This is an optimization exercise on Yosys and OpenROAD, whose aim is small area and a short achievable clock period, not a production implementation. At most, simulation tests tie the RTL to the original design; equivalence was not proved.

==> flow/design.v (excerpt) <==
module iir(
    input signed [31:0] x,
    input clk,
    input reset,
    output signed [31:0] y
    );
    reg [31:0] s1;
    reg [31:0] r2;
    wire [31:0] yv;
    wire [31:0] s1n;
    wire [31:0] r2n;
    wire ys_1;
    wire yc_2;
    wire ys_3;
    wire yc_4;
    wire ys_5;
    wire yc_6;
    wire ys_7;
    wire yc_8;
    wire ys_9;
    wire yc_10;
    wire ys_11;
    wire yc_12;
    wire ys_13;
    wire yc_14;
    wire ys_15;
    wire yc_16;
    wire ys_17;
    wire yc_18;
    wire ys_19;
    wire yc_20;
    wire ys_21;
    wire yc_22;
    wire ys_23;
    wire yc_24;
    wire ys_25;
    wire yc_26;
    wire ys_27;
    wire yc_28;
    wire ys_29;
    wire yc_30;
    wire ys_31;
    wire yc_32;
    wire ys_33;
    wire yc_34;
    wire ys_35;
    wire yc_36;
    wire ys_37;
    wire yc_38;
    wire ys_39;
    wire yc_40;
    wire ys_41;
    wire yc_42;
    wire ys_43;
    wire yc_44;
    wire ys_45;
    wire yc_46;
    wire ys_47;
    wire yc_48;
    wire ys_49;
    wire yc_50;
    wire ys_51;
    wire yc_52;
    wire ys_53;
    wire yc_54;
    wire ys_55;
    wire yc_56;
    wire ys_57;
    wire yc_58;
    wire ys_59;
    wire yc_60;
    wire yp_61;
    wire yg_62;
    wire yp_63;
    wire yg_64;
    wire yp_65;
    wire yg_66;
    wire yp_67;
    wire yg_68;
    wire yp_69;
    wire yg_70;
    wire yp_71;
    wire yg_72;
    wire yp_73;
    wire yg_74;
    wire yp_75;
    wire yg_76;
    wire yp_77;
    wire yg_78;
    wire yp_79;
    wire yg_80;
  ...
Size in the first run: ~650 cells after synthesis, about 64 flip-flops.
clock: 11.0 ns
lec_check: 0
cap_margin: 20
core_margin: 2
core_utilization: 80
setup_slack_margin: 4
slew_margin: 20
synth_hierarchical: 1
standard.sh (not shown) runs the stock make flow with config.mk's settings and CLKGATE_MAP_FILE= SYNTH_SCRIPT=/design/flow/synth_recipe.tcl, a recipe that flattens the netlist after the stock synthesis.
==> flow/flow/run.sh <==
#!/bin/bash
# The standard ORFS layout with extra make settings:
#   BUFFER_PORTS_ARGS="-buffer_cell sky130_fd_sc_hd__buf_2"
# Each ORFS step keeps its full log under orfs/logs; make's own output goes to flow.log.
set -o pipefail
bash standard.sh BUFFER_PORTS_ARGS="-buffer_cell sky130_fd_sc_hd__buf_2" finish > flow.log 2>&1
Rerun with:
==> flow/flow/run.sh (replaced) <==
#!/bin/bash
# The standard ORFS layout with two extra make settings:
#  - the port buffers are buf_2 cells instead of the delay cells that
#    buffer_ports picks by default;
#  - ABC maps the small leaf modules for a 1 fF load, so they start at the
#    smallest drive strength and the resizer upsizes only what timing needs.
# Each ORFS step keeps its full log under orfs/logs; make's own output goes
# to flow.log.
set -o pipefail
bash standard.sh BUFFER_PORTS_ARGS="-buffer_cell sky130_fd_sc_hd__buf_2" ABC_LOAD_IN_FF=1 finish > flow.log 2>&1
Settings changed: CORE_UTILIZATION 80 to 70.
Outcome:
- The new run passed the timing, DRC and antenna checks
- maximum frequency is about the same
- register-to-register slack is worse by 0.23 ns
- worst hold slack is worse by 0.013 ns
- clock-buffer cell count rises by 2
- routed wire length falls by a few percent
Rerun with:
==> flow/flow/run.sh (replaced) <==
#!/bin/bash
# The standard ORFS layout with extra make settings:
#   BUFFER_PORTS_ARGS="-buffer_cell sky130_fd_sc_hd__buf_2" ABC_LOAD_IN_FF=1 CTS_ARGS="-sink_clustering_enable -repair_clock_nets -dont_use_dummy_load"
# Each ORFS step keeps its full log under orfs/logs; make's own output goes to flow.log.
set -o pipefail
bash standard.sh BUFFER_PORTS_ARGS="-buffer_cell sky130_fd_sc_hd__buf_2" ABC_LOAD_IN_FF=1 CTS_ARGS="-sink_clustering_enable -repair_clock_nets -dont_use_dummy_load" finish > flow.log 2>&1
Settings changed: SETUP_SLACK_MARGIN 4 to 4.2.
Maximum frequency increases by 2.2%.
Register-to-register slack improved by 0.18 ns.
Worst setup slack is better by 0.15 ns.
Routed wire length went up by 1.4%.
Rerun with:
==> flow/flow/run.sh (replaced) <==
#!/bin/bash
# The standard ORFS layout with extra make settings:
#   BUFFER_PORTS_ARGS="-buffer_cell sky130_fd_sc_hd__buf_2" CTS_ARGS="-sink_clustering_enable -repair_clock_nets -dont_use_dummy_load"
# Each ORFS step keeps its full log under orfs/logs; make's own output goes to flow.log.
set -o pipefail
bash standard.sh BUFFER_PORTS_ARGS="-buffer_cell sky130_fd_sc_hd__buf_2" CTS_ARGS="-sink_clustering_enable -repair_clock_nets -dont_use_dummy_load" finish > flow.log 2>&1
Settings changed: CORE_UTILIZATION 70 to 75, SETUP_SLACK_MARGIN 4.2 to 4.
Outcome: Register-to-register slack gets worse by 0.05 ns; worst setup slack loses 0.13 ns; global-route usage climbs by 2.2 points; die area falls by a few percent; design area went down by a few percent.

---

Another version of the RTL of iir (not shown whole).
Size: ~66 I/O pins, about 0.0068 sq mm of cells after synthesis.
clock: 11.0 ns
lec_check: 0
cap_margin: 20
core_margin: 2
core_utilization: 70
setup_slack_margin: 3.8
slew_margin: 20
synth_hierarchical: 1
==> flow/flow/run.sh <==
#!/bin/bash
# The standard ORFS layout with extra make settings:
#   BUFFER_PORTS_ARGS="-buffer_cell sky130_fd_sc_hd__buf_2" ABC_LOAD_IN_FF=1 CTS_ARGS="-sink_clustering_enable -repair_clock_nets -dont_use_dummy_load"
# Each ORFS step keeps its full log under orfs/logs; make's own output goes to flow.log.
set -o pipefail
bash standard.sh BUFFER_PORTS_ARGS="-buffer_cell sky130_fd_sc_hd__buf_2" ABC_LOAD_IN_FF=1 CTS_ARGS="-sink_clustering_enable -repair_clock_nets -dont_use_dummy_load" finish > flow.log 2>&1
The starting point finished with timing, DRC and antenna clean.
Then changed:
- SETUP_SLACK_MARGIN: 3.8 -> 4
The new run passed the timing, DRC and antenna checks.
Clock skew hardly moves.
Clock-buffer cell count stays the same.
Via count rises by 0.64%.
Wire length went up by 1.1%.
Setup slack is better by 0.042 ns.
No run of this note included a check of the RTL's function; only the layout flow was run.

---

Another version of the RTL of iir (not shown whole).
Size: about 640 cells after synthesis, roughly 64 flip-flops, about 7100 µm² of cells after synthesis.
export LEC_CHECK = 0
export CAP_MARGIN = 20
export CORE_MARGIN = 2
export CORE_UTILIZATION = 40
export SETUP_SLACK_MARGIN = 3
export SLEW_MARGIN = 20
export SYNTH_HIERARCHICAL = 1
create_clock -name core_clock -period 11.0 [get_ports {clk}]
==> flow/flow/run.sh <==
#!/bin/bash
# The standard ORFS layout with extra make settings:
#   BUFFER_PORTS_ARGS="-buffer_cell sky130_fd_sc_hd__buf_2"
# Each ORFS step keeps its full log under orfs/logs; make's own output goes to flow.log.
set -o pipefail
bash standard.sh BUFFER_PORTS_ARGS="-buffer_cell sky130_fd_sc_hd__buf_2" finish > flow.log 2>&1
The first run finished with timing, DRC and antenna clean.
Rerun with:
- SETUP_SLACK_MARGIN: 3 -> 2
The new run ran to the end with no violations.
Global-route usage does not change.
Clock-buffer cell count is unchanged.
Worst hold slack stays the same.
Sequential share of layout area stays the same.
Via count does not change.
Function was not checked in any run of this note: the RTL went through the layout flow alone.

---

== run D ==
iir, a different RTL version from the one above (not shown whole).
For scale: ~66 I/O pins, ~6800 sq um of cells after synthesis.
export LEC_CHECK = 0
export CAP_MARGIN = 20
export CORE_MARGIN = 2
export CORE_UTILIZATION = 70
export SETUP_SLACK_MARGIN = 4.0
export SLEW_MARGIN = 20
export SYNTH_HIERARCHICAL = 1
export TNS_END_PERCENT = 0
create_clock -name core_clock -period 11.0 [get_ports {clk}]
==> flow/flow/run.sh <==
#!/bin/bash
# The standard ORFS layout with extra make settings:
#   BUFFER_PORTS_ARGS="-buffer_cell sky130_fd_sc_hd__buf_2" ABC_LOAD_IN_FF=1 CTS_ARGS="-sink_clustering_enable -repair_clock_nets -dont_use_dummy_load -buf_list sky130_fd_sc_hd__clkbuf_4"
# Each ORFS step keeps its full log under orfs/logs; make's own output goes to flow.log.
set -o pipefail
bash standard.sh BUFFER_PORTS_ARGS="-buffer_cell sky130_fd_sc_hd__buf_2" ABC_LOAD_IN_FF=1 CTS_ARGS="-sink_clustering_enable -repair_clock_nets -dont_use_dummy_load -buf_list sky130_fd_sc_hd__clkbuf_4" finish > flow.log 2>&1
The inputs of run Z differ from those of run D as listed below.
Settings: a change of SETUP_SLACK_MARGIN from 4.0 to 4.1.
## What came out
- Run Z finished every stage and its layout cleared the timing, DRC and antenna checks.
- For the final setup slack of the worst path, run Z came in 0.046 ns higher than run D did.
- Compared with run D, run Z shows a lower sequential cell area share.
- Non-clock buffer count ended up about 6% higher on run Z than on run D.
- Final net count for run Z: 0.41% up relative to run D
No functional check of the RTL was part of any run of this note.

---

Starting RTL as in the previous note.
Settings: LEC_CHECK=0, CAP_MARGIN=20, CORE_MARGIN=2, CORE_UTILIZATION=70, SETUP_SLACK_MARGIN=4.2, SLEW_MARGIN=20, SYNTH_HIERARCHICAL=1; clock period 11.0 ns.
==> flow/flow/run.sh <==
#!/bin/bash
# The standard ORFS layout with extra make settings:
#   BUFFER_PORTS_ARGS="-buffer_cell sky130_fd_sc_hd__buf_2" ABC_LOAD_IN_FF=1 SETUP_MOVE_SEQUENCE=sizeup,swap CTS_ARGS="-sink_clustering_enable -repair_clock_nets -dont_use_dummy_load -buf_list sky130_fd_sc_hd__clkbuf_4"
# Each ORFS step keeps its full log under orfs/logs; make's own output goes to flow.log.
set -o pipefail
bash standard.sh BUFFER_PORTS_ARGS="-buffer_cell sky130_fd_sc_hd__buf_2" ABC_LOAD_IN_FF=1 SETUP_MOVE_SEQUENCE=sizeup,swap CTS_ARGS="-sink_clustering_enable -repair_clock_nets -dont_use_dummy_load -buf_list sky130_fd_sc_hd__clkbuf_4" finish > flow.log 2>&1
Next try:
SETUP_SLACK_MARGIN = 4.0   (was 4.2)
=>
- The new run completed with no timing, DRC or antenna violations
- worst hold slack hardly moves
- synthesized area does not change
- die area is unchanged
Function was not checked in any run of this note: the RTL went through the layout flow alone.

---

iir, a different RTL version from the one above (not shown whole).
Size in the first run: about 1000 cells after synthesis, roughly 64 flip-flops, roughly 8400 µm² of cells after synthesis.
clock: 11.0 ns
lec_check: 0
abc_area: 1
cap_margin: 20
core_margin: 2
core_utilization: 40
setup_slack_margin: 3
slew_margin: 20
run.sh (not shown) runs the stock make flow with config.mk's settings and CLKGATE_MAP_FILE= SYNTH_SCRIPT=/design/flow/synth_recipe.tcl, a recipe that flattens the netlist after the stock synthesis.
Stock flow here: none of the scripts above is used.
Next try:
==> flow/flow/run.sh (new file) <==
#!/bin/bash
# The standard ORFS layout with extra make settings:
#   BUFFER_PORTS_ARGS="-buffer_cell sky130_fd_sc_hd__buf_2"
# Each ORFS step keeps its full log under orfs/logs; make's own output goes to flow.log.
set -o pipefail
bash standard.sh BUFFER_PORTS_ARGS="-buffer_cell sky130_fd_sc_hd__buf_2" finish > flow.log 2>&1
==> flow/standard.sh (new file) <==
#!/bin/bash
# synth_recipe.tcl (not shown) runs the flow's synth.tcl, then flattens the netlist and writes it again
# the make line also repeats each setting of config.mk as NAME=value (left out here)
make -C /OpenROAD-flow-scripts/flow DESIGN_CONFIG=/design/flow/config.mk WORK_HOME=/design/flow/orfs CLKGATE_MAP_FILE= SYNTH_SCRIPT=/design/flow/synth_recipe.tcl "${@:-finish}"
removed: flow/run.sh
Result:
- The changed run finished with timing, DRC and antenna clean
- synthesized area does not change
- wire length falls by 2.8%
- worst setup slack improves by 0.49 ns
- clock skew is about the same
- final area falls by 5.1%
- global-route usage falls by 0.65 points
- die area stays the same
Function was not checked in any run of this note: the RTL went through the layout flow alone.

---

== v18 ==
iir, a different RTL version from the one above (not shown whole).
For scale: ~710 cells after synthesis, roughly 64 flip-flops, roughly 66 I/O pins, roughly 6800 um2 of cells after synthesis.
clock: 11.0 ns
lec_check: 0
cap_margin: 20
core_margin: 2
core_utilization: 70
gpl_routability_driven: 0
setup_slack_margin: 4
slew_margin: 20
synth_hierarchical: 1
standard.sh (not shown) runs the stock make flow with config.mk's settings and CLKGATE_MAP_FILE= SYNTH_SCRIPT=/design/flow/synth_recipe.tcl, a recipe that flattens the netlist after the stock synthesis.
==> flow/flow/run.sh <==
#!/bin/bash
# The standard ORFS layout with extra make settings:
#   BUFFER_PORTS_ARGS="-buffer_cell sky130_fd_sc_hd__buf_2" ABC_LOAD_IN_FF=1 CTS_ARGS="-sink_clustering_enable -repair_clock_nets -dont_use_dummy_load -buf_list sky130_fd_sc_hd__clkbuf_4"
# Each ORFS step keeps its full log under orfs/logs; make's own output goes to flow.log.
set -o pipefail
bash standard.sh BUFFER_PORTS_ARGS="-buffer_cell sky130_fd_sc_hd__buf_2" ABC_LOAD_IN_FF=1 CTS_ARGS="-sink_clustering_enable -repair_clock_nets -dont_use_dummy_load -buf_list sky130_fd_sc_hd__clkbuf_4" finish > flow.log 2>&1
v18 did not stop at any stage, and its layout met the timing, DRC and antenna checks.
Here is what was changed in the inputs of v29 compared with v18.
==> flow/flow/run.sh <==
#!/bin/bash
# The standard ORFS layout with three extra make settings:
#  - the port buffers are buf_2 cells instead of the delay cells that
#    buffer_ports picks by default;
#  - ABC maps the small leaf modules for a 1 fF load, so they start at the
#    smallest drive strength and the resizer upsizes only what timing needs;
#  - clock tree synthesis uses clkbuf_4 buffers and adds no dummy loads
#    (its default arguments otherwise).
# Each ORFS step keeps its full log under orfs/logs; make's own output goes
# to flow.log.
set -o pipefail
bash standard.sh BUFFER_PORTS_ARGS="-buffer_cell sky130_fd_sc_hd__buf_2" ABC_LOAD_IN_FF=1 \
  CTS_ARGS="-sink_clustering_enable -repair_clock_nets -dont_use_dummy_load -buf_list sky130_fd_sc_hd__clkbuf_4" \
  finish > flow.log 2>&1
--- a/flow/config.mk
+++ b/flow/config.mk
@@ -9,5 +9,4 @@
 export CORE_MARGIN = 2
 export CORE_UTILIZATION = 70
-export GPL_ROUTABILITY_DRIVEN = 0
 export SETUP_SLACK_MARGIN = 4
 export SLEW_MARGIN = 20
Findings:
From v18 to v29 the numbers moved as follows: pin count of the biggest net entering global routing barely changed, final-layout clock-cell area share barely changed, chip height barely changed, sequential cell count barely changed. Diff v29..v18 | basic-gate share of the synthesized area counting and, or, nand and nor cells | unchanged.
Setup changes, v29 to v41
==> flow/flow/run.sh <==
#!/bin/bash
# The standard ORFS layout with extra make settings:
#   BUFFER_PORTS_ARGS="-buffer_cell sky130_fd_sc_hd__buf_2" ABC_LOAD_IN_FF=1 CTS_ARGS="-sink_clustering_enable -repair_clock_nets -dont_use_dummy_load -buf_list sky130_fd_sc_hd__clkbuf_4"
# Each ORFS step keeps its full log under orfs/logs; make's own output goes to flow.log.
set -o pipefail
bash standard.sh BUFFER_PORTS_ARGS="-buffer_cell sky130_fd_sc_hd__buf_2" ABC_LOAD_IN_FF=1 CTS_ARGS="-sink_clustering_enable -repair_clock_nets -dont_use_dummy_load -buf_list sky130_fd_sc_hd__clkbuf_4" finish > flow.log 2>&1
--- a/flow/config.mk
+++ b/flow/config.mk
@@ -8,5 +8,5 @@
 export CAP_MARGIN = 20
 export CORE_MARGIN = 2
-export CORE_UTILIZATION = 70
+export CORE_UTILIZATION = 60
 export SETUP_SLACK_MARGIN = 4
 export SLEW_MARGIN = 20
## What came out
Comparing v29 with v41, the net count after synthesis came out essentially unchanged.
Delta (v41 minus v29): number of cells produced by synthesis ~0 delta; worst setup slack -0.053 ns; register-to-register slack now smaller; global-route usage now smaller.
Between v29 and v41, final critical-path share of the clock period is higher for v41, v29 comes in under that.
Layout buffer count excluding clock buffers: v41 > v29
Between v41 and v29, the clock distribution area overhead in the final layout figures differ only marginally.
Re site row count: v41 is about 5.6% up on v29.
For v36, these inputs were changed with respect to v41:
--- a/flow/config.mk
+++ b/flow/config.mk
@@ -8,5 +8,5 @@
 export CAP_MARGIN = 20
 export CORE_MARGIN = 2
-export CORE_UTILIZATION = 60
+export CORE_UTILIZATION = 70
 export SETUP_SLACK_MARGIN = 4
 export SLEW_MARGIN = 20
[summary]
Going from v41 to v36, global routing usage summed across all routing layers rose 5.7 points, number of resized instances in the post-cts repair step rose 2. Fraction of standard cell area in multi-input logic of v41 is on par with v36. The lower non-clock buffering overhead in the final layout came out of v36. Between v41 and v36, slack of the critical path increased. Via count for v36 is higher than for v41. In v36, the fraction of layout instances using a drive strength above 1 came out 0.60 points below the value in v41. [compare] base=v41 new=v36: core utilization climbed 9.5 points, maximum clock rate climbed 0.78%.

==> what the ideal ports hide <==
The flow's constraints put no driver on any port. The routed layouts listed below were extracted and timed again, unchanged, in two steps.
Step 1 sets driving cells, clkbuf_16 on the clock port and buf_2 on the other inputs (assumed; they add their load-dependent delay and slew).
Step 2 adds t to the input delays and takes it off the output delays; t is the mean of the earliest and latest rising clock arrival at the registers after step 1. Input paths then give back, and output paths get back, about the clock's delay inside the block.
Slacks: ideal / step 1 / step 2; pairs: ideal / step 1.
run | t (ns) | slack for setup (ns) | worst setup path at the end | pins driven straight from the clock port
the first run of note 1 | 0.380 | 4.097 / 4.077 / 4.021 | input to register | 1
the second run of note 1 | 0.396 | 4.078 / 4.058 / 3.774 | input to register | 1
the third run of note 1 | 0.403 | 4.227 / 4.208 / 3.967 | input to register | 1
the fourth run of note 1 | 0.375 | 4.094 / 4.073 / 3.929 | input to register | 1
the first run of note 2 | 0.373 | 3.973 / 3.953 / 3.875 | input to register | 1
the second run of note 2 | 0.376 | 4.015 / 3.996 / 3.996 | input to output | 1
the first run of note 3 | 0.381 | 3.596 / 3.576 / 3.576 | input to output | 1
the second run of note 3 | 0.381 | 3.596 / 3.576 / 3.576 | input to output | 1
run D | 0.436 | 4.066 / 4.044 / 3.893 | input to register | 1
run Z | 0.441 | 4.113 / 4.091 / 3.871 | input to register | 1
the first run of note 5 | 0.436 | 4.143 / 4.121 / 3.988 | input to register | 1
the second run of note 5 | 0.432 | 4.089 / 4.064 / 3.891 | input to register | 1
the first run of note 6 | 0.383 | 3.153 / 3.130 / 3.130 | input to output | 1
the second run of note 6 | 0.383 | 3.640 / 3.618 / 3.618 | input to output | 1
v18 | 0.469 | 4.112 / 4.094 / 3.829 | input to register | 1
v29 | 0.483 | 4.148 / 4.126 / 4.060 | input to register | 1
v41 | 0.460 | 4.094 / 4.075 / 3.977 | input to register | 1
v36 | 0.483 | 4.148 / 4.126 / 4.060 | input to register | 1
After both steps every run listed still meets setup and hold. For the second run of note 1, which loses most, drivers alone change the setup slack by -0.020 ns; drivers and shift together by -0.304 ns.
